Background: an optimization exercise with open tools, aiming at small area. Do not read the settings as production practice. At most, simulation tests tie the RTL to the original design; equivalence was not proved. Function not checked in runs 2 to 4: the RTL went through the layout flow alone. Power figures rest on the tool's default switching activity, not on a simulated workload.

===== flow/flow/run.sh =====
#!/bin/bash
# The standard layout (standard.sh) with these changes: every port still
# gets its own buffer, but a plain buf_1; clock tree synthesis clusters the
# flip-flops under clkbuf_8 leaf buffers and adds no dummy loads; after global
# routing the resizer downsizes gates on paths with slack to spare (ORFS's
# RECOVER_POWER step), and flow/post_grt.tcl then repairs slew and
# capacitance again. The make output goes to standard.log; each tool's own
# log is under orfs/logs/.
set -euo pipefail
export BUFFER_PORTS_ARGS="-buffer_cell sky130_fd_sc_hd__buf_1"
export CTS_ARGS="-sink_clustering_enable -repair_clock_nets -sink_clustering_size 18 -sink_clustering_max_diameter 50 -sink_clustering_buffer sky130_fd_sc_hd__clkbuf_8 -buf_list sky130_fd_sc_hd__clkbuf_16 -dont_use_dummy_load"
export RECOVER_POWER=100
export POST_GLOBAL_ROUTE_TCL="$PWD/flow/post_grt.tcl"
bash standard.sh > standard.log 2>&1

===== flow/flow/post_grt.tcl =====
# Run after ORFS's global route step, which ends with its RECOVER_POWER
# downsizing: repair any slew or capacitance the downsizing broke, then
# legalise, reroute the changed nets and write the route guides again.
global_route -start_incremental
repair_design -verbose -slew_margin 20 -cap_margin 20
detailed_placement
global_route -end_incremental
estimate_parasitics -global_routing
write_guides $::env(RESULTS_DIR)/route.guide

===== flow/standard.sh =====
#!/bin/bash
# synth_recipe.tcl (not shown) runs the flow's synth.tcl, then flattens the netlist and writes it again
# the make line also repeats each setting of config.mk as NAME=value (left out here)
make -C /OpenROAD-flow-scripts/flow DESIGN_CONFIG=/design/flow/config.mk WORK_HOME=/design/flow/orfs CLKGATE_MAP_FILE= SYNTH_SCRIPT=/design/flow/synth_recipe.tcl "${@:-finish}"

===== flow/config.mk =====
export PLATFORM = sky130hd
export DESIGN_NAME = Median_Filter
export DESIGN_NICKNAME = Median_Filter
export VERILOG_FILES = /design/flow/design.v
export SDC_FILE = /design/flow/constraint.sdc
export NUM_CORES = 4
export LEC_CHECK = 0
export CAP_MARGIN = 20
export CORE_MARGIN = 2
export CORE_UTILIZATION = 60
export SLEW_MARGIN = 20

===== flow/constraint.sdc =====
create_clock -name core_clock -period 2.8 [get_ports {clk}]
set_input_delay 0.5600 -clock core_clock [delete_from_list [all_inputs] [get_ports {clk}]]
set_output_delay 0.5600 -clock core_clock [all_outputs]
set_load 0.01 [all_outputs]

===== flow/design.v =====
module Order3(
    output wire [2:0] sel_min,    
    output wire [2:0] sel_mid,
    output wire [2:0] sel_max,
    input  wire       xab, xbc, xac
);
    assign sel_min = { ~xac & ~xbc,  ~xab &  xbc,  xab &  xac };
    assign sel_max = {  xac &  xbc,   xab & ~xbc, ~xab & ~xac };
    assign sel_mid = {  xac ^  xbc, ~(xab ^ xbc),  xab ^  xac };
endmodule
module Ascending_Sorter_3inputs_8bits(
    output wire [2:0] sel_min,    
    output wire [2:0] sel_mid,
    output wire [2:0] sel_max,
    input  wire       xab, ma, mb
);
    assign sel_min = { xab ? ma : mb, ~xab & ~mb,  xab & ~ma };
    assign sel_max = { xab ? mb : ma,  xab & ~mb, ~xab & ~ma };
    assign sel_mid = { ~ma & ~mb,      mb,         ma        };
endmodule
module Le_8bits(output wire le, input wire [7:0] a, input wire [7:0] b);
    wire [3:0] l2, g2;
    wire [1:0] l4, g4;
    genvar i;
    generate
        for (i = 0; i < 4; i = i + 1) begin : t2
            assign l2[i] = (~a[2*i+1] & b[2*i+1]) | (~a[2*i+1] & ~a[2*i] & b[2*i]) | (b[2*i+1] & ~a[2*i] & b[2*i]);
            assign g2[i] = (a[2*i+1] & ~b[2*i+1]) | (a[2*i+1] & a[2*i] & ~b[2*i]) | (~b[2*i+1] & a[2*i] & ~b[2*i]);
        end
        for (i = 0; i < 2; i = i + 1) begin : t4
            assign l4[i] = l2[2*i+1] | (~g2[2*i+1] & l2[2*i]);
            assign g4[i] = g2[2*i+1] | (~l2[2*i+1] & g2[2*i]);
        end
    endgenerate
    assign le = ~(g4[1] | (~l4[1] & g4[0]));
endmodule
module Sel3_8bits(output wire [7:0] y, input wire [2:0] s,
                  input wire [7:0] a, input wire [7:0] b, input wire [7:0] c);
    assign y = ({8{s[0]}} & a) | ({8{s[1]}} & b) | ({8{s[2]}} & c);
endmodule
module Median_Finder_9inputs_8bits(
    output wire [7:0] med,
    input  wire [7:0] x, y, z
);
    wire xy, yz, xz;
    wire [2:0] smin, smid, smax;
    Le_8bits Cxy(.le(xy), .a(x), .b(y));
    Le_8bits Cyz(.le(yz), .a(y), .b(z));
    Le_8bits Cxz(.le(xz), .a(x), .b(z));
    Order3 Ord(.sel_min(smin), .sel_mid(smid), .sel_max(smax),
                     .xab(xy), .xbc(yz), .xac(xz));
    Sel3_8bits Mux(.y(med), .s(smid), .a(x), .b(y), .c(z));
endmodule
module Median_Filter #(
    parameter WIDTH  = 32,
    parameter HEIGHT = 24
)(
    output wire [7:0] median_pixel,
    output wire       out_valid,
    input  wire [7:0] pixel_in,
    input  wire       in_valid,
    input  wire       rst,
    input  wire       clk
);
    localparam N = 2 * WIDTH + 1;
    reg  [7:0] sr [0:N-1];
    integer i;
    always @(posedge clk)
        if (in_valid) begin
            sr[0] <= pixel_in;
            for (i = 1; i < N; i = i + 1) sr[i] <= sr[i-1];
        end
    reg  [$clog2(WIDTH)-1:0]  col;
    reg  [$clog2(HEIGHT)-1:0] row;
    reg                       primed;    
    reg                       valid0, valid1, valid2, valid3;
    wire last_col = (col == WIDTH - 1);
    always @(posedge clk) begin
        if (rst) begin
            col    <= 0;
            row    <= 0;
            primed <= 1'b0;
            valid0 <= 1'b0;
            valid1 <= 1'b0;
            valid2 <= 1'b0;
            valid3 <= 1'b0;
        end else begin
            valid0 <= in_valid & primed;
            valid1 <= valid0;
            valid2 <= valid1;
            valid3 <= valid2;
            if (in_valid) begin
                col <= col + 1'b1;
                if (last_col) row <= (row == HEIGHT - 1) ? 0 : row + 1'b1;
                if (row == 1 && col == 0) primed <= 1'b1;
            end
        end
    end
    wire ntop = (row == 1);
    wire nbot = (row == 0);
    wire [7:0] na = sr[2*WIDTH-1], nb = sr[WIDTH-1], nc = pixel_in;
    wire le_ab, le_bc, le_ac;
    Le_8bits Cab(.le(le_ab), .a(na), .b(nb));
    Le_8bits Cbc(.le(le_bc), .a(nb), .b(nc));
    Le_8bits Cac(.le(le_ac), .a(na), .b(nc));
    wire nxab = ntop | le_ab;
    wire nxbc = ~nbot & le_bc;
    wire nxac = ntop | (~nbot & le_ac);
    reg ptop, pbot, moved;
    reg [2:0] qx;
    always @(posedge clk) begin
        if (in_valid) begin
            ptop <= ntop;
            pbot <= nbot;
            qx   <= {~(nxab ^ nxbc), nxab ^ nxac, nxab};
        end
        moved <= in_valid;
    end
    wire [7:0] qa = sr[2*WIDTH], qb = sr[WIDTH], qc = sr[0];
    wire [2:0] qs_min, qs_mid, qs_max;
    Ascending_Sorter_3inputs_8bits OQ(.sel_min(qs_min), .sel_mid(qs_mid), .sel_max(qs_max),
                                      .xab(qx[0]), .ma(qx[1]), .mb(qx[2]));
    wire [7:0] q_min, q_mid, q_max;
    Sel3_8bits SQn(.y(q_min), .s(qs_min & {~pbot, 1'b1, ~ptop}), .a(qa), .b(qb), .c(qc));
    Sel3_8bits SQd(.y(q_mid), .s(qs_mid), .a(qa), .b(qb), .c(qc));
    Sel3_8bits SQx(.y(q_max), .s(qs_max), .a(qa), .b(qb), .c(qc));
    reg [7:0] r_min, r_mid, r_max, m_min, m_mid, m_max, l_min, l_mid, l_max;
    always @(posedge clk) begin
        r_min <= q_min;  r_mid <= q_mid;  r_max <= q_max;
        if (moved) begin
            m_min <= r_min;  m_mid <= r_mid;  m_max <= r_max;
            l_min <= m_min;  l_mid <= m_mid;  l_max <= m_max;
        end
    end
    reg lmask, rmask;
    always @(posedge clk) begin
        lmask <= (col == 2);            
        rmask <= (col == 1);            
    end
    wire n_mr_d, n_lr_d, d_mr_d, d_lr_d, x_mr_d, x_lr_d;
    Le_8bits Cn1(.le(n_mr_d), .a(r_min), .b(q_min));
    Le_8bits Cn2(.le(n_lr_d), .a(m_min), .b(q_min));
    Le_8bits Cd1(.le(d_mr_d), .a(r_mid), .b(q_mid));
    Le_8bits Cd2(.le(d_lr_d), .a(m_mid), .b(q_mid));
    Le_8bits Cx1(.le(x_mr_d), .a(r_max), .b(q_max));
    Le_8bits Cx2(.le(x_lr_d), .a(m_max), .b(q_max));
    reg n_lm, d_lm, x_lm, n_mr, d_mr, x_mr, n_lr, d_lr, x_lr;
    always @(posedge clk)
        if (moved) begin
            n_lm <= n_mr;    d_lm <= d_mr;    x_lm <= x_mr;
            n_mr <= n_mr_d;  d_mr <= d_mr_d;  x_mr <= x_mr_d;
            n_lr <= n_lr_d;  d_lr <= d_lr_d;  x_lr <= x_lr_d;
        end
    wire [2:0] nmin, nmid, nmax, dmin, dmid, dmax, xmin, xmid, xmax;
    Order3 ON(.sel_min(nmin), .sel_mid(nmid), .sel_max(nmax),
        .xab(lmask | n_lm), .xbc(~rmask & n_mr), .xac(lmask | (~rmask & n_lr)));
    Order3 OD(.sel_min(dmin), .sel_mid(dmid), .sel_max(dmax),
        .xab(lmask | d_lm), .xbc(~rmask & d_mr), .xac(lmask | (~rmask & d_lr)));
    Order3 OX(.sel_min(xmin), .sel_mid(xmid), .sel_max(xmax),
        .xab(lmask | x_lm), .xbc(~rmask & x_mr), .xac(lmask | (~rmask & x_lr)));
    wire [7:0] max_of_min, mid_of_mid, min_of_max;
    Sel3_8bits SN(.y(max_of_min), .s(nmax), .a(l_min), .b(m_min), .c(r_min));
    Sel3_8bits SD(.y(mid_of_mid), .s(dmid), .a(l_mid), .b(m_mid), .c(r_mid));
    Sel3_8bits SX(.y(min_of_max), .s(xmin & {~rmask, 1'b1, ~lmask}),
                  .a(l_max), .b(m_max), .c(r_max));
    reg [7:0] s_x, s_y, s_z;
    always @(posedge clk) begin
        s_x <= max_of_min;
        s_y <= mid_of_mid;
        s_z <= min_of_max;
    end
    wire [7:0] med;
    Median_Finder_9inputs_8bits Kernel(.med(med), .x(s_x), .y(s_y), .z(s_z));
    reg [7:0] med_q;
    always @(posedge clk) med_q <= med;
    assign median_pixel = med_q;
    assign out_valid    = valid3;
endmodule

==> results of run 1 <==
-- worst max-delay path, delay by kind of cell, from the launching register on --
| family | cells | cell delay, ns |
|---|---|---|
| AO/OA/AOI/OAI | 3 | 0.63 |
| adder cells (fa/ha/maj) | 2 | 0.61 |
| flip-flops | 1 | 0.48 |
| multiplexers | 1 | 0.33 |
| buffers and inverters | 1 | 0.21 |
| AND/OR/NAND/NOR | 1 | 0.17 |
-- sequential cells by signal, summed over array words and instances, names as in the netlist, 3 cells and up --
| register | flops |
|---|---|
| sr | 520 |
| r_min | 8 |
| r_max | 8 |
| l_mid | 8 |
| med_q | 8 |
| r_mid | 8 |
| s_y | 8 |
| s_x | 8 |
| m_min | 8 |
| m_max | 8 |
| l_min | 8 |
| row | 5 |
| m_mid | 8 |
| l_max | 8 |
| qx | 3 |
| s_z | 8 |
| col | 5 |
-- worst paths after layout --
path | endpoint | slack [ns] | cells after the start
min | sr[0][3] | 0.26 | 1
min reg2reg | sr[19][2] | 0.39 | 0
max | n_mr | 0.13 | 8
max reg2reg | n_mr | 0.13 | 8
-- metrics by stage --
stage	hold slack [ns]	worst slack, ns	cells
detailed placement	0.405	0.0657	1653
floorplan	0.400	0.00766	1144
global placement	0.401	0.0979	1653
CTS	0.219	0.0680	1702
finish	0.265	0.127	1703
-- kinds of logic after synthesis --
family,count (synthesis),synth area share
compound gates,170,0.0553
flops,656,0.861
fa+ha+maj,40,0.0192
xor+xnor,12,0.00478
mux,21,0.0101
simple gates,144,0.0313
buf+inv,101,0.0177
-- layer usage --
layer / global-route usage / vias to the layer above / part of all wire
li1: - / 4564 / -
met1: 0.262 / 4765 / 0.50
met2: 0.246 / 193 / 0.43
met3: 0.0371 / 53 / 0.045
met4: 0.0546 / 2 / 0.023
met5: 0 / - / 0.00034
-- power groups by stage --
stage,Clock (mW),Sequential (mW),Combinational [mW]
finish,4.40,11.8,1.46
CTS,4.65,11.8,1.48
detailed placement,0,12.1,1.47
floorplan,0,11.9,0.928
global placement,0,12.0,1.46
-- cells in the final DEF (no fill, tap or decap), drive strengths merged, types with 2 or more instances in the layout --
master	synthesis	layout
a222oi	25	25
maj3	32	32
a2bb2oi	2	2
nand2	40	40
edfxtp	582	582
ha	8	8
o21bai	2	2
o21ai	27	27
a221oi	3	3
o211ai	4	4
o22a	3	3
and3	5	5
nand2b	7	7
a21oi	34	34
a32oi	3	3
clkbuf	6	69
nand3	19	19
a31oi	10	10
and2	10	10
nor2	36	36
xnor2	7	7
xor2	5	5
a22o	8	8
mux2i	14	14
a211o	5	5
nor2b	13	13
nor3	7	7
or2	2	2
inv	90	90
o22ai	7	7
a211oi	6	6
dfxtp	74	74
mux2	7	7
a22oi	13	13
o221ai	11	11
buf	5	33
-- area by class of cell --
cell class / count / area, µm²
Clock buffer: 49 / 731
Fill cell: 2459 / 12700
Inverter: 90 / 338
Multi-Input combinational cell: 387 / 2670
Sequential cell: 656 / 19000
Tap cell: 468 / 586
Timing Repair Buffer: 53 / 320
==> summary.txt, run 1 <==
Status -> finished clean
Number of I/O pins -> 20
Cell with the most instances after synthesis -> edfxtp_1
Worst setup path start -> qx[1]
Clock skew -> 0.0488 ns
Internal -> 13.8 mW
Tightest Pin Transition -> 0.923 ns
Pins Over Slew Limit -> 0
NetSw -> 3.94 mW
Sequential Power Share -> 0.669
Initial DRC count -> 778
Final setup viols -> 0
Num rows -> 70
Root buf cell -> clkbuf_16
Critical path cell sequence -> mux2_4 > and2_4 > a222oi_1 > buf_4 > a211oi_1 > a211o_1 > maj3_2 > maj3_2
Leak Pwr -> 8.24 nW
Crit-path max FO -> 7
DPL Wire Length -> 19100 µm
R2r startpoint -> qx[1]
Clk slew on worst S/H paths -> 0.10 ns
CTS resizes -> 0
Clock power share -> 0.249
Critical-path top delay cell -> edfxtp_1
Critical path data required time -> 3.08 ns
Routability-driven placement congestion ratio -> 0.827
Setup TNS -> 0 ns
Crit-path most repeated cell -> maj3_2
Post-CTS Hold Buffers -> 0
CTS Buf Count -> 49
Global Route Usage Sum -> 0.170
Number of detailed-route iterations in the first pass -> 6
Area leader, netlist -> edfxtp_1
Layout cell share with drive strength beyond 1 -> 0.0713
Number of global-route vias before repair -> 9177
Clk latency of the worst-skew pair -> 0.56 ns
Buffers on Ports -> 19
Synth cell count leaders -> edfxtp_1, inv_1, dfxtp_1, nand2_1, nor2_1
Yosys reg bits -> 656
Setup crit start kind -> flop
H-tree levels -> 2
Util after Layout -> 0.649
Antenna viol nets, final -> 0
Longest Clk Path Bufs -> 3
First-pass GRT wire length -> 49700 µm
Max Clk Rate -> 0.374 GHz
Final worst-path cycle share -> 0.955
Initial antenna violation count -> 1
Residual DRC -> 0
Aggregate global routing overflow -> 0
Sink Count -> 656
Initial core utilization -> 0.605
Placeable Area -> 0.0363 mm²
CTS tree -> yes
Post-detailed-route wirelength per cell -> 18.9 µm
Type of the most critical hold path -> input pin to flop
Top-area cell type share of the netlist area -> 0.794
Pwr dens -> 750 mW/mm²
Critical Path AT -> 2.96 ns
Post-Synthesis Cells -> 1144
Switch share -> 0.222
Vias -> 9577
DRT Wirelength -> 32200 µm
Max VDD drop -> 0.460 mV
Largest net degree at the start of global routing -> 102
Final Critical Period -> 2.67 ns
Combinational fraction of design power -> 0.082
Crit end category -> flop
Top FF cell, synth -> edfxtp_1
Setup bufs post-CTS -> 0
Synth top area cells -> edfxtp_1, dfxtp_1, inv_1
Final #Nets -> 1256
Die height -> 196 µm
Placed Area -> 0.0230 mm²
Max cap viols -> 0
Seq/Total Area, Yosys -> 0.861
Number of diodes -> 0
Mapped Area -> 0.0220 mm²
Max_slew headroom -> 0.385
Synth Area per Inst -> 19.2 µm²
Post-synth EDFFs -> 582
CP peak stage delay -> 0.48 ns
Hold Crit Start -> pixel_in[3]
Final hold violations -> 0
Synth cell types -> 54
Post-route cell area -> 0.0236 mm²
Crit path kind -> flop to flop
Area Overhead vs Synth -> 7.24%
Via density -> 5.62
Synth Warn # -> 2
Die footprint -> 0.0382 mm²
Final total power -> 17.7 mW
Mapped Nets -> 1163
Die W -> 196 µm
Ys async rst share -> 0
==> run 2: changes to the inputs <==
--- a/flow/design.v
+++ b/flow/design.v
@@ -41,13 +41,10 @@
 module Median_Finder_9inputs_8bits(
     output wire [7:0] med,
-    input  wire [7:0] x, y, z
+    input  wire [7:0] x, y, z,
+    input  wire       xy, yz, xz
 );
-    wire xy, yz, xz;
     wire [2:0] smin, smid, smax;
-    Le_8bits Cxy(.le(xy), .a(x), .b(y));
-    Le_8bits Cyz(.le(yz), .a(y), .b(z));
-    Le_8bits Cxz(.le(xz), .a(x), .b(z));
     Order3 Ord(.sel_min(smin), .sel_mid(smid), .sel_max(smax),
-                     .xab(xy), .xbc(yz), .xac(xz));
+               .xab(xy), .xbc(yz), .xac(xz));
     Sel3_8bits Mux(.y(med), .s(smid), .a(x), .b(y), .c(z));
 endmodule
@@ -74,5 +71,5 @@
     reg  [$clog2(HEIGHT)-1:0] row;
     reg                       primed;    
-    reg                       valid0, valid1, valid2, valid3;
+    reg                       valid0, valid1, valid2;
     wire last_col = (col == WIDTH - 1);
     always @(posedge clk) begin
@@ -84,10 +81,8 @@
             valid1 <= 1'b0;
             valid2 <= 1'b0;
-            valid3 <= 1'b0;
         end else begin
             valid0 <= in_valid & primed;
             valid1 <= valid0;
             valid2 <= valid1;
-            valid3 <= valid2;
             if (in_valid) begin
                 col <= col + 1'b1;
@@ -164,15 +159,20 @@
     Sel3_8bits SX(.y(min_of_max), .s(xmin & {~rmask, 1'b1, ~lmask}),
                   .a(l_max), .b(m_max), .c(r_max));
+    wire s_xy_d, s_yz_d, s_xz_d;
+    Le_8bits Cxy(.le(s_xy_d), .a(max_of_min), .b(mid_of_mid));
+    Le_8bits Cyz(.le(s_yz_d), .a(mid_of_mid), .b(min_of_max));
+    Le_8bits Cxz(.le(s_xz_d), .a(max_of_min), .b(min_of_max));
     reg [7:0] s_x, s_y, s_z;
+    reg       s_xy, s_yz, s_xz;
     always @(posedge clk) begin
-        s_x <= max_of_min;
-        s_y <= mid_of_mid;
-        s_z <= min_of_max;
+        s_x  <= max_of_min;
+        s_y  <= mid_of_mid;
+        s_z  <= min_of_max;
+        s_xy <= s_xy_d;
+        s_yz <= s_yz_d;
+        s_xz <= s_xz_d;
     end
-    wire [7:0] med;
-    Median_Finder_9inputs_8bits Kernel(.med(med), .x(s_x), .y(s_y), .z(s_z));
-    reg [7:0] med_q;
-    always @(posedge clk) med_q <= med;
-    assign median_pixel = med_q;
-    assign out_valid    = valid3;
+    Median_Finder_9inputs_8bits Kernel(.med(median_pixel), .x(s_x), .y(s_y), .z(s_z),
+                                       .xy(s_xy), .yz(s_yz), .xz(s_xz));
+    assign out_valid = valid2;
 endmodule
==> flow/flow/run.sh (replaced) <==
#!/bin/bash
# The standard layout (standard.sh) with two changes: every port still gets
# its own buffer, but a plain buf_1; and clock tree synthesis clusters the
# flip-flops under clkbuf_8 leaf buffers and adds no dummy loads. The make
# output goes to standard.log; each tool's own log is under orfs/logs/.
set -euo pipefail
export BUFFER_PORTS_ARGS="-buffer_cell sky130_fd_sc_hd__buf_1"
export CTS_ARGS="-sink_clustering_enable -repair_clock_nets -sink_clustering_size 18 -sink_clustering_max_diameter 50 -sink_clustering_buffer sky130_fd_sc_hd__clkbuf_8 -buf_list sky130_fd_sc_hd__clkbuf_16 -dont_use_dummy_load"
bash standard.sh > standard.log 2>&1
--- a/flow/config.mk
+++ b/flow/config.mk
@@ -8,4 +8,7 @@
 export CAP_MARGIN = 20
 export CORE_MARGIN = 2
-export CORE_UTILIZATION = 60
+export CORE_UTILIZATION = 65
+export CTS_BUF_LIST = sky130_fd_sc_hd__clkbuf_16
+export CTS_CLUSTER_DIAMETER = 60
+export CTS_CLUSTER_SIZE = 25
 export SLEW_MARGIN = 20
removed: flow/flow/post_grt.tcl
==> summary.txt, run 2 <==
Status -> finished clean
Clock skew -> 0.0645 ns
Layout cell share with drive strength beyond 1 -> 0.128
Global Route Usage Sum -> 0.189
Post-Synth Simple-Gate Area -> 0.0396
Synth cell types -> 66
Final hold violations -> 0
CTS tree -> yes
Buffers on Ports -> 19
DRT Wirelength -> 32900 µm
Largest reg by FF count -> sr
Leak Pwr -> 8.50 nW
Placed Area -> 0.0233 mm²
Final #Nets -> 1315
Post-CTS Hold Buffers -> 0
Type of the most critical hold path -> input pin to flop
Setup crit start kind -> flop
Top FF cell, synth -> edfxtp_1
Post-synthesis xor/xnor area fraction -> 0.00436
Post-detailed-route wirelength per cell -> 18.8 µm
DPL Wire Length -> 19900 µm
Largest net degree at the start of global routing -> 111
Synth Area in Adders -> 0.0187
H-tree levels -> 2
Crit end category -> flop
Aggregate global routing overflow -> 0
Final setup viols -> 0
Multiplexer share of the synthesized area -> 0.0110
Num rows -> 67
Post-route cell area -> 0.0241 mm²
Number of global-route vias before repair -> 9482
Cell with the most instances after synthesis -> edfxtp_1
Area leader, netlist -> edfxtp_1
Initial antenna violation count -> 2
Max VDD drop -> 0.461 mV
Pins Over Slew Limit -> 0
WHS -> 0.213 ns
Synth Area in Compound Gates -> 0.0562
Placeable Area -> 0.0335 mm²
Post-Synthesis Cells -> 1165
Clk latency of the worst-skew pair -> 0.56 ns
Clk slew on worst S/H paths -> 0.11 ns
Post-Layout Cell Count -> 1743
Post-Place Worst Slack -> -0.112 ns
Die W -> 188 µm
Sink Count -> 650
Max Clk Rate -> 0.372 GHz
Final worst slack -> 0.109 ns
Initial core utilization -> 0.659
Number of detailed-route iterations in the first pass -> 5
Seq/Total Area, Yosys -> 0.853
Critical path data required time -> 3.18 ns
Crit-path max FO -> 4
Synth top area cells -> edfxtp_1, dfxtp_1, inv_1
Via density -> 5.70
RSZ-0062 raised after global routing -> true
Mapped Nets -> 1184
Commonest non-fill, non-tap cell in the layout -> edfxtp_1
Synth Area per Inst -> 19.0 µm²
Area Overhead vs Synth -> 9.30%
Post-synth EDFFs -> 582
Max cap viols -> 0
Residual DRC -> 0
Inst Count DP -> 1685
CTS Buf Count -> 46
Top-area cell type share of the netlist area -> 0.791
Number of I/O pins -> 20
Initial DRC count -> 741
Final Critical Period -> 2.69 ns
First-pass GRT wire length -> 51200 µm
Most frequent cells in the layout -> edfxtp_1, inv_1, buf_4
Util after Layout -> 0.720
Ys async rst share -> 0
Routability-driven placement congestion ratio -> 0.819
Die footprint -> 0.0355 mm²
Pwr dens -> 736 mW/mm²
Root buf cell -> clkbuf_16
Largest register FFs -> 520
Die height -> 188 µm
Fill count -> 2050
Setup TNS -> 0 ns
Yosys reg bits -> 650
Synth cell count leaders -> edfxtp_1, inv_1, dfxtp_1, nand2_1, nor2_1
Synth Warn # -> 2
Tightest Pin Transition -> 0.874 ns
Critical Path AT -> 3.07 ns
Crit path kind -> flop to flop
Final total power -> 17.8 mW
Largest family of logic cells by synthesized area -> compound AO/OA/AOI/OAI gates
Vias -> 9930
Longest Clk Path Bufs -> 3
Final worst-path cycle share -> 0.961
Mapped Area -> 0.0221 mm²
Antenna viol nets, final -> 0
Max_slew headroom -> 0.417
==> run 2: cell count changes in the layout (fill, tap and decap cells not counted), sizes merged, moves of 8 or more <==
cell	previous run	this run
a221o	0	8
a222oi	25	17
a22oi	13	21
buf	33	100
clkbuf	69	47
inv	90	80
nand2	40	52
nand3	19	10
o21ai	27	15
==> run 2: routing by layer <==
metal / global-route usage / wire length (µm)
met3: 0.0367 / 1390
met4: 0.0748 / 946
met2: 0.275 / 14400
met1: 0.289 / 16100
met5: 0 / 24
==> run 2: kinds of logic after synthesis <==
group / Yosys count
flops: 650
simple gates: 176
compound gates: 168
buf+inv: 98
fa+ha+maj: 39
mux: 23
xor+xnor: 11
==> run 2: path summary, 6_finish.rpt <==
path	depth (start not counted)	slack (ns)	to	from
max reg2reg	8	0.11	d_lr	qx[1]
max	8	0.11	d_lr	qx[1]
min	1	0.21	sr[0][0]	pixel_in[0]
min reg2reg	0	0.40	sr[52][3]	sr[51][3]
==> run 2: layout make-up <==
cell class | count | area, µm² | share of cell area
Antenna cell | 1 | 2.50 | 0.000104
Clock buffer | 46 | 689 | 0.0285
Inverter | 80 | 300 | 0.0124
Multi-Input combinational cell | 417 | 2960 | 0.122
Sequential cell | 650 | 18800 | 0.780
Tap cell | 448 | 561 | 0.0232
Timing Repair Buffer | 101 | 797 | 0.0330
==> run 2: repair_timing <==
action | 4_1_cts | 5_1_grt
buffers inserted | 0 | 11
gates resized for setup | 2 | 26
pin swaps | 1 | 17
endpoints found under the hold margin | 0 | 0
endpoints found under the setup margin | 1 | 6
==> run 2: worst max-delay path, cell delays in order (launching register included) <==
cell	delay, ns
edfxtp_1	0.47
or3b_4	0.42
nand3_2	0.09
maj3_2	0.18
o31ai_1	0.07
or4b_2	0.62
maj3_2	0.35
o221ai_2	0.13
and3_1	0.18
==> run 2: report_power, final <==
part	switching, mW	leakage [nW]	internal, mW
clock network	2.59	0.356	1.65
registers	0.352	6.26	11.3
logic	1.06	1.88	0.801
==> run 3: changes to the inputs <==
--- a/flow/design.v
+++ b/flow/design.v
@@ -41,10 +41,13 @@
 module Median_Finder_9inputs_8bits(
     output wire [7:0] med,
-    input  wire [7:0] x, y, z,
-    input  wire       xy, yz, xz
+    input  wire [7:0] x, y, z
 );
+    wire xy, yz, xz;
     wire [2:0] smin, smid, smax;
+    Le_8bits Cxy(.le(xy), .a(x), .b(y));
+    Le_8bits Cyz(.le(yz), .a(y), .b(z));
+    Le_8bits Cxz(.le(xz), .a(x), .b(z));
     Order3 Ord(.sel_min(smin), .sel_mid(smid), .sel_max(smax),
-               .xab(xy), .xbc(yz), .xac(xz));
+                     .xab(xy), .xbc(yz), .xac(xz));
     Sel3_8bits Mux(.y(med), .s(smid), .a(x), .b(y), .c(z));
 endmodule
@@ -128,9 +131,4 @@
         end
     end
-    reg lmask, rmask;
-    always @(posedge clk) begin
-        lmask <= (col == 2);            
-        rmask <= (col == 1);            
-    end
     wire n_mr_d, n_lr_d, d_mr_d, d_lr_d, x_mr_d, x_lr_d;
     Le_8bits Cn1(.le(n_mr_d), .a(r_min), .b(q_min));
@@ -140,39 +138,31 @@
     Le_8bits Cx1(.le(x_mr_d), .a(r_max), .b(q_max));
     Le_8bits Cx2(.le(x_lr_d), .a(m_max), .b(q_max));
-    reg n_lm, d_lm, x_lm, n_mr, d_mr, x_mr, n_lr, d_lr, x_lr;
+    wire lmask = (col == 2);            
+    wire rmask = (col == 1);            
+    reg n_mr, d_mr, x_mr;
+    wire [2:0] nmin, nmid, nmax, dmin, dmid, dmax, xmin, xmid, xmax;
+    Order3 ON(.sel_min(nmin), .sel_mid(nmid), .sel_max(nmax),
+        .xab(lmask | n_mr), .xbc(~rmask & n_mr_d), .xac(lmask | (~rmask & n_lr_d)));
+    Order3 OD(.sel_min(dmin), .sel_mid(dmid), .sel_max(dmax),
+        .xab(lmask | d_mr), .xbc(~rmask & d_mr_d), .xac(lmask | (~rmask & d_lr_d)));
+    Order3 OX(.sel_min(xmin), .sel_mid(xmid), .sel_max(xmax),
+        .xab(lmask | x_mr), .xbc(~rmask & x_mr_d), .xac(lmask | (~rmask & x_lr_d)));
+    reg [2:0] s_n, s_d, s_x;
     always @(posedge clk)
         if (moved) begin
-            n_lm <= n_mr;    d_lm <= d_mr;    x_lm <= x_mr;
             n_mr <= n_mr_d;  d_mr <= d_mr_d;  x_mr <= x_mr_d;
-            n_lr <= n_lr_d;  d_lr <= d_lr_d;  x_lr <= x_lr_d;
+            s_n  <= nmax;
+            s_d  <= dmid;
+            s_x  <= xmin & {~rmask, 1'b1, ~lmask};
         end
-    wire [2:0] nmin, nmid, nmax, dmin, dmid, dmax, xmin, xmid, xmax;
-    Order3 ON(.sel_min(nmin), .sel_mid(nmid), .sel_max(nmax),
-        .xab(lmask | n_lm), .xbc(~rmask & n_mr), .xac(lmask | (~rmask & n_lr)));
-    Order3 OD(.sel_min(dmin), .sel_mid(dmid), .sel_max(dmax),
-        .xab(lmask | d_lm), .xbc(~rmask & d_mr), .xac(lmask | (~rmask & d_lr)));
-    Order3 OX(.sel_min(xmin), .sel_mid(xmid), .sel_max(xmax),
-        .xab(lmask | x_lm), .xbc(~rmask & x_mr), .xac(lmask | (~rmask & x_lr)));
     wire [7:0] max_of_min, mid_of_mid, min_of_max;
-    Sel3_8bits SN(.y(max_of_min), .s(nmax), .a(l_min), .b(m_min), .c(r_min));
-    Sel3_8bits SD(.y(mid_of_mid), .s(dmid), .a(l_mid), .b(m_mid), .c(r_mid));
-    Sel3_8bits SX(.y(min_of_max), .s(xmin & {~rmask, 1'b1, ~lmask}),
-                  .a(l_max), .b(m_max), .c(r_max));
-    wire s_xy_d, s_yz_d, s_xz_d;
-    Le_8bits Cxy(.le(s_xy_d), .a(max_of_min), .b(mid_of_mid));
-    Le_8bits Cyz(.le(s_yz_d), .a(mid_of_mid), .b(min_of_max));
-    Le_8bits Cxz(.le(s_xz_d), .a(max_of_min), .b(min_of_max));
-    reg [7:0] s_x, s_y, s_z;
-    reg       s_xy, s_yz, s_xz;
-    always @(posedge clk) begin
-        s_x  <= max_of_min;
-        s_y  <= mid_of_mid;
-        s_z  <= min_of_max;
-        s_xy <= s_xy_d;
-        s_yz <= s_yz_d;
-        s_xz <= s_xz_d;
-    end
-    Median_Finder_9inputs_8bits Kernel(.med(median_pixel), .x(s_x), .y(s_y), .z(s_z),
-                                       .xy(s_xy), .yz(s_yz), .xz(s_xz));
-    assign out_valid = valid2;
+    Sel3_8bits SN(.y(max_of_min), .s(s_n), .a(l_min), .b(m_min), .c(r_min));
+    Sel3_8bits SD(.y(mid_of_mid), .s(s_d), .a(l_mid), .b(m_mid), .c(r_mid));
+    Sel3_8bits SX(.y(min_of_max), .s(s_x), .a(l_max), .b(m_max), .c(r_max));
+    wire [7:0] med;
+    Median_Finder_9inputs_8bits Kernel(.med(med), .x(max_of_min), .y(mid_of_mid), .z(min_of_max));
+    reg [7:0] med_q;
+    always @(posedge clk) med_q <= med;
+    assign median_pixel = med_q;
+    assign out_valid    = valid2;
 endmodule
==> summary.txt, run 3 <==
Status -> failed layout checks
Layout Check Failures -> negative setup slack
Number of I/O pins -> 20
Vias -> 9770
Placeable Area -> 0.0325 mm²
Pins Over Slew Limit -> 0
Crit end category -> flop
Area leader, netlist -> edfxtp_1
Commonest non-fill, non-tap cell in the layout -> edfxtp_1
CTS tree -> yes
Post-route cell area -> 0.0245 mm²
Pwr dens -> 734 mW/mm²
Top-area cell type share of the netlist area -> 0.823
Aggregate global routing overflow -> 0
Cell with the most instances after synthesis -> edfxtp_1
Die W -> 185 µm
Max cap viols -> 0
Type of the most critical hold path -> input pin to flop
Largest register FFs -> 520
Setup crit start kind -> flop
Top FF cell, synth -> edfxtp_1
Largest net degree at the start of global routing -> 140
Util after Layout -> 0.754
Final setup viols -> 17
Tightest Pin Transition -> 0.780 ns
Initial core utilization -> 0.658
Routability-driven placement congestion ratio -> 0.811
Worst path bufs/invs -> 5
Leak Pwr -> 8.65 nW
Layout cell share with drive strength beyond 1 -> 0.245
Area occupied by multi-input gates -> 0.00301 mm²
Mapped Area -> 0.0214 mm²
H-tree levels -> 2
Final #Nets -> 1313
Global Route Usage Sum -> 0.195
Final worst-path cycle share -> 1.12
Residual DRC -> 0
Post-Synthesis Cells -> 1077
Number of global-route vias before repair -> 9427
Initial antenna violation count -> 1
Inst Count DP -> 1646
Critical path cell sequence -> buf_6 > buf_4 > a222oi_1 > buf_4 > or2b_1 > a31oi_4 > a22oi_2 > o2111ai_2 > a221oi_2 > a211oi_4 > buf_6 > xnor2_4 > buf_12 > o221ai_2
Synth Area per Inst -> 19.8 µm²
Buffers on Ports -> 19
Number of detailed-route iterations in the first pass -> 5
Clock skew -> 0.0582 ns
DRT Wirelength -> 32800 µm
Die footprint -> 0.0343 mm²
Fill count -> 1801
Seq/Total Area, Yosys -> 0.867
Synth cell count leaders -> edfxtp_1, nand2_1, inv_1, dfxtp_1, nor2_1
Number of diodes -> 0
DPL Wire Length -> 19500 µm
Sink Count -> 632
Mapped Nets -> 1096
Setup TNS -> -3.73 ns
CTS Buf Count -> 47
Post-detailed-route wirelength per cell -> 18.9 µm
Max VDD drop -> 0.550 mV
Yosys reg bits -> 632
Critical-path top delay cell -> edfxtp_1
Max_slew headroom -> 0.480
Crit-path max FO -> 7
Reg area -> 0.0185 mm²
CP delay by family, top -> compound AO/OA/AOI/OAI gates
Post-Layout Cell Count -> 1734
Critical path data required time -> 3.16 ns
Crit path kind -> flop to flop
Final Critical Period -> 3.15 ns
RSZ-0062 raised after global routing -> true
Root buf cell -> clkbuf_16
Longest Clk Path Bufs -> 3
Post-synth EDFFs -> 585
Clk latency of the worst-skew pair -> 0.55 ns
Ys async rst share -> 0
Clk slew on worst S/H paths -> 0.10 ns
Post-Place Worst Slack -> -0.359 ns
Most frequent cells in the layout -> edfxtp_1, buf_4, nand2_1
Synth Warn # -> 2
Synth cell types -> 66
First-pass GRT wire length -> 50200 µm
Initial DRC count -> 749
CP peak stage delay -> 0.45 ns
Num rows -> 66
Placed Area -> 0.0230 mm²
Via density -> 5.63
Largest reg by FF count -> sr
Antenna viol nets, final -> 0
Final hold violations -> 0
Die height -> 185 µm
Critical Path AT -> 3.51 ns
Synth top area cells -> edfxtp_1, dfxtp_1, maj3_1
Area Overhead vs Synth -> 14.6%
Max Clk Rate -> 0.318 GHz
Final worst slack -> -0.349 ns
[run 3: area by class of cell]
class,count,share of cell area
multi-input cells,377,0.123
well taps,442,0.0226
flip-flops and latches,632,0.756
repair buffers,186,0.0612
inverters,50,0.00777
clock buffers,47,0.0287
[run 3: per-stage QoR]
| stage | hold slack (ns) | power (mW) |
|---|---|---|
| 6_report | 0.263 | 18.0 |
| 5_1_grt | 0.265 | 18.8 |
| 4_1_cts | 0.218 | 17.9 |
| 3_5_place_dp | 0.405 | 13.4 |
| 3_3_place_gp | 0.401 | 13.4 |
| 2_1_floorplan | 0.400 | 12.5 |
[run 3: kinds of logic after synthesis]
kind of cell | count (synthesis) | synth area share
buffers and inverters | 68 | 0.0137
adders and majority gates | 38 | 0.0188
xor gates and xnor gates | 12 | 0.00562
DFF | 632 | 0.867
muxes | 6 | 0.00293
AOI/OAI and AO/OA | 160 | 0.0561
and+or+nand+nor | 161 | 0.0362
[run 3: what timing repair did]
action | 4_1_cts | 5_1_grt
pin swaps | 51 | 53
endpoints found under the setup margin | 22 | 23
resized for setup | 73 | 39
hold buffers | 0 | 0
buffers inserted | 25 | 17
[run 3: routing by layer]
layer | share of wire | GRT usage | routed length [µm] | vias to the layer above
met5 | 0.00040 | 0 | 13 | -
met4 | 0.035 | 0.0860 | 1150 | 2
met3 | 0.045 | 0.0370 | 1480 | 79
met2 | 0.43 | 0.276 | 14200 | 203
met1 | 0.49 | 0.300 | 16000 | 4856
li1 | - | - | - | 4630
[run 3: worst paths after layout]
path | startpoint | endpoint | slack, ns | cells past startpoint
max | s_d[0] | med_q[2] | -0.35 | 14
min | pixel_in[5] | sr[0][5] | 0.26 | 1
max reg2reg | s_d[0] | med_q[2] | -0.35 | 14
min reg2reg | sr[43][1] | sr[44][1] | 0.40 | 0
[run 3: where the power goes]
part	total, mW	internal [mW]	switching (mW)
logic	2.43	1.17	1.25
registers	11.3	11.0	0.298
clock network	4.19	1.67	2.52
==> run 4: changes to the inputs <==
--- a/flow/design.v
+++ b/flow/design.v
@@ -35,4 +35,14 @@
     assign le = ~(g4[1] | (~l4[1] & g4[0]));
 endmodule
+module Le_fast_8bits(output wire le, input wire [7:0] a, input wire [7:0] b);
+    wire [7:0] e = ~(a ^ b), l = ~a & b;
+    wire [8:0] r;
+    assign r[0] = 1'b1;
+    genvar i;
+    generate for (i = 0; i < 8; i = i + 1) begin : g
+        assign r[i+1] = l[i] | (e[i] & r[i]);
+    end endgenerate
+    assign le = r[8];
+endmodule
 module Sel3_8bits(output wire [7:0] y, input wire [2:0] s,
                   input wire [7:0] a, input wire [7:0] b, input wire [7:0] c);
@@ -45,7 +55,7 @@
     wire xy, yz, xz;
     wire [2:0] smin, smid, smax;
-    Le_8bits Cxy(.le(xy), .a(x), .b(y));
-    Le_8bits Cyz(.le(yz), .a(y), .b(z));
-    Le_8bits Cxz(.le(xz), .a(x), .b(z));
+    Le_fast_8bits Cxy(.le(xy), .a(x), .b(y));
+    Le_fast_8bits Cyz(.le(yz), .a(y), .b(z));
+    Le_fast_8bits Cxz(.le(xz), .a(x), .b(z));
     Order3 Ord(.sel_min(smin), .sel_mid(smid), .sel_max(smax),
                      .xab(xy), .xbc(yz), .xac(xz));
@@ -98,6 +108,9 @@
     wire nbot = (row == 0);
     wire [7:0] na = sr[2*WIDTH-1], nb = sr[WIDTH-1], nc = pixel_in;
-    wire le_ab, le_bc, le_ac;
-    Le_8bits Cab(.le(le_ab), .a(na), .b(nb));
+    reg  le_ab;
+    wire le_ab_d, le_bc, le_ac;
+    Le_8bits Cab(.le(le_ab_d), .a(sr[2*WIDTH-2]), .b(sr[WIDTH-2]));
+    always @(posedge clk)
+        if (in_valid) le_ab <= le_ab_d;
     Le_8bits Cbc(.le(le_bc), .a(nb), .b(nc));
     Le_8bits Cac(.le(le_ac), .a(na), .b(nc));
==> summary.txt, run 4 <==
Die footprint -> 0.0350 mm²
Initial DRC count -> 838
Sink Count -> 633
Buffers on Ports -> 19
Post-synthesis xor/xnor area fraction -> 0.00391
Max VDD drop -> 0.586 mV
Die height -> 187 µm
Yosys reg bits -> 633
Setup crit start kind -> flop
Worst Hold Path Cells -> 1
Commonest non-fill, non-tap cell in the layout -> edfxtp_1
Post-CTS Hold Buffers -> 0
Pwr dens -> 722 mW/mm²
First-pass GRT wire length -> 51700 µm
Placed Area -> 0.0233 mm²
CTS Buf Count -> 48
Final Critical Period -> 2.99 ns
Area Overhead vs Synth -> 13.0%
DPL Wire Length -> 20500 µm
Area leader, netlist -> edfxtp_1
Synth cell types -> 62
Register-to-Register Setup Slack -> -0.19 ns
Vias -> 9878
Global Route Usage Sum -> 0.194
Hold Path Sink -> sr[0][1]
Post-synth EDFFs -> 586
GR Layer Usage met2 -> 0.288
Mapped Nets -> 1139
Pins Over Slew Limit -> 0
DRT Wirelength -> 33600 µm
Post-Synth Simple-Gate Area -> 0.0294
Max_slew headroom -> 0.526
Via density -> 5.69
Type of the most critical hold path -> input pin to flop
Critical Path AT -> 3.25 ns
Final worst-path cycle share -> 1.07
M3 GR Usage -> 0.0330
Post-Synthesis Cells -> 1099
GR peak layer -> met1
Final worst slack -> -0.186 ns
Placeable Area -> 0.0333 mm²
Multiplexer share of the synthesized area -> 0.0104
Most frequent cells in the layout -> edfxtp_1, buf_4, inv_1
Layout cell share with drive strength beyond 1 -> 0.214
R2r endpoint -> s_d[0]
Synth Warn # -> 3
Routability-driven placement congestion ratio -> 0.824
R2R depth -> 12
Number of I/O pins -> 20
Top-area cell type share of the netlist area -> 0.808
Post-detailed-route wirelength per cell -> 19.3 µm
Number of global-route vias before repair -> 9504
Initial antenna violation count -> 1
Seq/Total Area, Yosys -> 0.851
Status -> failed layout checks
Fill count -> 1979
Max Clk Rate -> 0.335 GHz
Initial core utilization -> 0.654
Synth Area in Compound Gates -> 0.0624
Synth top area cells -> edfxtp_1, dfxtp_1, ha_1
RSZ-0062 raised after global routing -> true
Synth cell count leaders -> edfxtp_1, inv_1, dfxtp_1, a21oi_1, nor2_1
Met1 Resource Use GR -> 0.297
H-tree levels -> 2
Critical path data required time -> 3.06 ns
Crit-path max FO -> 8
Clk slew on worst S/H paths -> 0.09 ns
Final #Nets -> 1330
Antenna viol nets, final -> 0
Synth Area in Adders -> 0.0273
Synth Area per Inst -> 19.8 µm²
Die W -> 187 µm
Num rows -> 67
Tightest Pin Transition -> 0.711 ns
Clock skew -> 0.0564 ns
Hold Crit Start -> pixel_in[1]
Largest register FFs -> 520
Leak Pwr -> 8.78 nW
Number of detailed-route iterations in the first pass -> 7
Clk latency of the worst-skew pair -> 0.55 ns
Aggregate global routing overflow -> 0
R2r startpoint -> qx[2]
Final hold violations -> 0
Longest Clk Path Bufs -> 3
Residual DRC -> 0
Largest net degree at the start of global routing -> 82
Final setup viols -> 7
Largest family of logic cells by synthesized area -> compound AO/OA/AOI/OAI gates
Mapped Area -> 0.0218 mm²
Layout Check Failures -> negative setup slack
Crit end category -> flop
Root buf cell -> clkbuf_16
CTS tree -> yes
Post-route cell area -> 0.0246 mm²
Max cap viols -> 0
Top FF cell, synth -> edfxtp_1
Post-Place Worst Slack -> -0.305 ns
Largest reg by FF count -> sr
Crit path kind -> flop to flop
Ys async rst share -> 0
Cell with the most instances after synthesis -> edfxtp_1
[run 4: how the worst max path moves through the flow]
stage	depth (start not counted)	slack (ns)	endpoint	from
after CTS	8	-0.18	le_ab	sr[30][0]
after detailed placement	10	-0.30	s_n[0]	qx[1]
after global routing	14	-0.32	s_d[2]	qx[2]
after global placement	10	-0.25	qx[2]	pixel_in[0]
after floorplan	10	-0.004	med_q[7]	s_n[0]
final	12	-0.19	s_d[0]	qx[2]
[run 4: logic make-up after synthesis]
family                   Yosys count
multiplexers                      22
XOR/XNOR                           8
buffers and inverters             84
adder cells (fa/ha/maj)           51
AND/OR/NAND/NOR                  123
AO/OA/AOI/OAI                    178
flip-flops                       633
[run 4: worst max-delay path: stages, from the launching register on]
cell       delay (ns)
edfxtp_1         0.41
buf_6            0.15
buf_6            0.13
o31a_1           0.35
a31oi_4          0.19
a2111oi_4        0.06
buf_4            0.16
buf_4            0.14
o211ai_1         0.18
nand3_1          0.17
a211oi_2         0.32
o21ai_1          0.13
mux2_4           0.31
[run 4: cell type report]
| type | instances | area [µm²] | area share |
|---|---|---|---|
| Sequential cell | 633 | 18500 | 0.753 |
| Tap cell | 448 | 561 | 0.0228 |
| Antenna cell | 1 | 2.50 | 0.000102 |
| Multi-Input combinational cell | 382 | 3280 | 0.133 |
| Inverter | 63 | 239 | 0.00971 |
| Timing Repair Buffer | 162 | 1270 | 0.0517 |
| Clock buffer | 48 | 717 | 0.0291 |
[run 4: timing repair]
item | 4_1_cts | 5_1_grt
setup buffers | 8 | 13
gates resized for setup | 54 | 43
pin swaps | 38 | 45
setup endpoints to repair | 20 | 22
[run 4: metrics by stage]
stage	TNS, ns	cells	total power, mW	util	hold WS (ns)
final	-0.640	1737	17.8	0.740	0.216
after global routing	-2.82	1736	18.5	0.740	0.201
after CTS	-0.549	1723	17.9	0.732	0.177
after detailed placement	-3.85	1667	13.4	0.701	0.405
after global placement	-2.99	1667	13.4	0.701	0.401
after floorplan	-0.00355	1099	12.5	-	0.400
[run 4: routing by layer]
metal	vias up	share of wire
met2	158	0.44
met4	0	0.022
li1	4692	-
met1	4979	0.50
met5	-	0
met3	49	0.036
[run 4: where the power goes]
group	internal (mW)	total (mW)	switching [mW]
sequential	11.0	11.3	0.290
clock	1.71	4.26	2.56
combinational	1.05	2.17	1.12

what the ideal ports hide:
The flow's constraints put no driver on any port. The routed layouts listed below were extracted and timed again, unchanged, in two steps. Step 1: set_driving_cell puts a clkbuf_16 on clk and a buf_2 on each other input, an assumption about the parent block. Step 2 also shifts input and output timing later by t, the mid clock arrival at the registers, as if the neighbouring blocks saw the same clock. Three values: ideal, step 1, step 2; two values: the first two.
run | t (ns) | setup WS [ns] | clock arrival spread, ns
run 1 | 0.588 | 0.127 / 0.127 / 0.045 | 0.050 / 0.050
run 2 | 0.589 | 0.109 / 0.109 / -0.103 | 0.065 / 0.065
run 3 | 0.560 | -0.349 / -0.349 / -0.349 | 0.080 / 0.080
run 4 | 0.582 | -0.186 / -0.186 / -0.218 | 0.065 / 0.064
With both steps, setup timing fails in run 2, where it was met with ideal ports. The setup slack of run 2, which loses most, moves by 0.000 ns with the drivers and by -0.212 ns with both steps.
